From an optimization exercise on the open Yosys and OpenROAD flow, aimed at small area; shortcuts taken in it are not production practice.
In this exercise RTL edits were held to simulation tests only and were not proved equivalent to the original.
Power and IR drop assume default switching activity.

==> inputs of job 8136 <==
==> flow/design.v <==
`timescale 1ns / 1ps
module CCI_stage_top(
		input				clk,
		input				reset,
		input		[31:0]	dataIn,
		output	reg	[31:0]	outputVoltage,
		output	reg			outputValid
		);
	localparam DEPTH = 37;			 
	reg		[16:0]	u;
	reg				live;			 
	reg		[32*DEPTH-1:0]	sr;		 
	reg		[31:0]	hold0;			 
	reg				an;				 
	reg		[15:0]	ax;				 
	reg		[7:0]	y1;				 
	reg		[11:0]	z;				 
	reg		[11:0]	cr;				 
	reg		[11:0]	k1;				 
	wire	[31:0]	s0  = sr[0 +: 32];
	wire	[31:0]	s19 = sr[32*19 +: 32];
	wire	[31:0]	s36 = sr[32*36 +: 32];
	wire	[15:0]	d    = s0[31:16] - s0[15:0];
	wire			edge0 = (u[3:0] == 4'd15);	 
	wire			lineM = (u[16:4] == 13'd0);	 
	wire			cell0 = (u[3:0] == 4'd2);	 
	wire	[18:0]	p10 = {ax, 3'd0} + {2'd0, ax, 1'd0} + (an ? 19'd10 : 19'd0);
	wire	[7:0]	f10 = p10[18:11];
	wire	[7:0]	y1m = edge0 ? 8'd0 : y1;
	wire	[22:0]	pz  = {ax, 7'd0} + {6'd0, ax, 1'd0} + {7'd0, ax} + (an ? 23'd131 : 23'd0) + {y1m, 11'd0};
	wire	[11:0]	crn = (edge0 ? 12'd0 : {4'd0, f10}) + z;
	wire	[11:0]	term = cell0 ? k1 : cr;
	wire	[15:0]	upd  = s19[31:16] + {4'd0, term};
	always @(posedge clk) begin
		sr <= {sr[32*(DEPTH-1)-1 : 32*20], upd, s19[15:0], sr[32*19-1 : 0], dataIn};
		an <= d[15];
		ax <= d ^ {16{d[15]}};
		y1 <= f10;
		z  <= pz[22:11];
		cr <= lineM ? 12'd0 : crn;
		if (cell0) k1 <= cr;
		if (cell0) hold0 <= s36;
	end
	always @(posedge clk or posedge reset) begin
		if (reset) begin
			u             <= 17'h1FFF2;
			live          <= 1'b0;
			outputValid   <= 1'b0;
			outputVoltage <= 32'd0;
		end else begin
			u <= u + 17'd1;
			if (u[5] & ~u[4] & u[1]) live <= 1'b1;				 
			if (~u[5] & u[4] & u[1]) outputValid <= 1'b1;		 
			outputVoltage <= live ? (cell0 ? hold0 : s36) : 32'd0;
		end
	end
endmodule
==> flow/flow/run.sh <==
#!/bin/bash
# The standard layout (standard.sh), with two changes made through ORFS's own
# variables: the port buffers use the smallest buffer cell, and CTS balances
# the tree without dummy loads. Each tool's output goes to orfs/logs; make's
# own output goes to flow_make.log here.
set -euo pipefail
export BUFFER_PORTS_ARGS="-buffer_cell sky130_fd_sc_hd__buf_1"
export CTS_ARGS="-sink_clustering_enable -repair_clock_nets -dont_use_dummy_load -sink_clustering_size 11 -sink_clustering_max_diameter 40 -buf_list sky130_fd_sc_hd__clkbuf_4"
bash standard.sh > flow_make.log 2>&1
==> flow/standard.sh <==
#!/bin/bash
# synth_recipe.tcl (not shown) runs the flow's synth.tcl, then flattens the netlist and writes it again
# the make line also repeats each setting of config.mk as NAME=value (left out here)
make -C /OpenROAD-flow-scripts/flow DESIGN_CONFIG=/design/flow/config.mk WORK_HOME=/design/flow/orfs CLKGATE_MAP_FILE= SYNTH_SCRIPT=/design/flow/synth_recipe.tcl "${@:-finish}"
==> flow/config.mk <==
export PLATFORM = sky130hd
export DESIGN_NAME = CCI_stage_top
export DESIGN_NICKNAME = CCI_stage_top
export VERILOG_FILES = /design/flow/design.v
export SDC_FILE = /design/flow/constraint.sdc
export NUM_CORES = 4
export LEC_CHECK = 0
export CAP_MARGIN = 20
export CORE_MARGIN = 2
export CORE_UTILIZATION = 60
export PLACE_DENSITY = 0.75
export SLEW_MARGIN = 20
==> flow/constraint.sdc <==
create_clock -name core_clock -period 5.0 [get_ports {clk}]
set_input_delay 1.0000 -clock core_clock [delete_from_list [all_inputs] [get_ports {clk}]]
set_output_delay 1.0000 -clock core_clock [all_outputs]
set_load 0.01 [all_outputs]
==> job 8355: changes against job 8136 <==
==> flow/run.sh (new file) <==
#!/bin/bash
# synth_recipe.tcl (not shown) runs the flow's synth.tcl, then flattens the netlist and writes it again
# the make line also repeats each setting of config.mk as NAME=value (left out here)
make -C /OpenROAD-flow-scripts/flow DESIGN_CONFIG=/design/flow/config.mk WORK_HOME=/design/flow/orfs CLKGATE_MAP_FILE= SYNTH_SCRIPT=/design/flow/synth_recipe.tcl finish
--- a/flow/config.mk
+++ b/flow/config.mk
@@ -8,5 +8,8 @@
 export CAP_MARGIN = 20
 export CORE_MARGIN = 2
-export CORE_UTILIZATION = 60
-export PLACE_DENSITY = 0.75
+export CORE_UTILIZATION = 80
+export CTS_BUF_LIST = sky130_fd_sc_hd__clkbuf_16
+export CTS_CLUSTER_DIAMETER = 45
+export CTS_CLUSTER_SIZE = 30
+export PLACE_DENSITY = 0.88
 export SLEW_MARGIN = 20
removed: flow/flow/run.sh
removed: flow/standard.sh
==> job 9303: changes against job 8136 <==
==> flow/run.sh (new file) <==
#!/bin/bash
# synth_recipe.tcl (not shown) runs the flow's synth.tcl, then flattens the netlist and writes it again
# the make line also repeats each setting of config.mk as NAME=value (left out here)
make -C /OpenROAD-flow-scripts/flow DESIGN_CONFIG=/design/flow/config.mk WORK_HOME=/design/flow/orfs CLKGATE_MAP_FILE= SYNTH_SCRIPT=/design/flow/synth_recipe.tcl finish
--- a/flow/config.mk
+++ b/flow/config.mk
@@ -9,4 +9,7 @@
 export CORE_MARGIN = 2
 export CORE_UTILIZATION = 60
+export CTS_BUF_LIST = sky130_fd_sc_hd__clkbuf_16
+export CTS_CLUSTER_DIAMETER = 50
+export CTS_CLUSTER_SIZE = 25
 export PLACE_DENSITY = 0.75
 export SLEW_MARGIN = 20
removed: flow/flow/run.sh
removed: flow/standard.sh
==> qor summary <==
| metric | job 8136 | job 9303 | job 8355 |
|---|---|---|---|
| Outcome | timing/DRC/antenna clean | timing/DRC/antenna clean | complete, but fails checks |
| Layout check failures | - | - | setup timing |
| Fmax | 0.237 GHz | 0.238 GHz | 0.200 GHz |
| First-pass GRT wire length | 60.2 mm | 61.6 mm | 110 mm |
| Inserted Clock Buffers | 145 | 71 | 71 |
| Detail-routed via count per cell | 4.62 | 4.59 | 5.92 |
| Post_cts resized | 0 | 0 | 2 |
| Buffering overhead | 1.63% | 1.89% | 1.88% |
| Number of cells on the worst reg-to-reg path | 16 | 17 | 14 |
| Utilization of the core after routing | 65.5% | 67.9% | 90.6% |
| Wire length after detailed routing | 35.8 mm | 36.6 mm | 78.1 mm |
| Clock share of power | 18.8% | 25.6% | 25.4% |
| Worst reg2reg path startpoint | an | an | ax[5] |
| Hold bufs inserted after CTS | 30 | 0 | 0 |
| Core region area | 0.0527 mm^2 | 0.0527 mm^2 | 0.0396 mm^2 |
| CP max FO | 4 | 4 | 5 |
| Die Ht | 235 um | 235 um | 204 um |
| Static Leakage | 14.6 nW | 15.2 nW | 15.3 nW |
| Switching fraction of total power | 27.1% | 26.8% | 34.8% |
| Multi-input combinational area share | 13.2% | 12.8% | 12.8% |
| Sequential power | 13.0 mW | 13.0 mW | 13.4 mW |

re-timing with driven ports:
No port has a modelled driver above. Below, the same layouts with a new extraction and two added sets of constraints. Step 1 sets driving cells, clkbuf_16 on the clock port and buf_2 on the other inputs (assumed; they add their load-dependent delay and slew). Step 2 moves the port delays by t, midway between the first and last clock arrival at a register: inputs arrive t later, outputs are due t later. That takes back most of the time a late clock gives input paths. a / b / c = ideal / step 1 / step 2; a / b = the first two.
run | shift t [ns] | slack for setup (ns) | hold slack, ns | worst data-port slew with drivers (ns) | cell pins on the clock port's net
job 8136 | 0.946 | 0.778 / 0.778 / 0.778 | 0.179 / 0.149 / 0.281 | 0.05 | 1
job 8355 | 0.695 | -0.011 / -0.011 / -0.011 | 0.319 / 0.319 / 0.319 | 0.05 | 1
job 9303 | 0.657 | 0.790 / 0.790 / 0.790 | 0.320 / 0.320 / 0.320 | 0.03 | 1
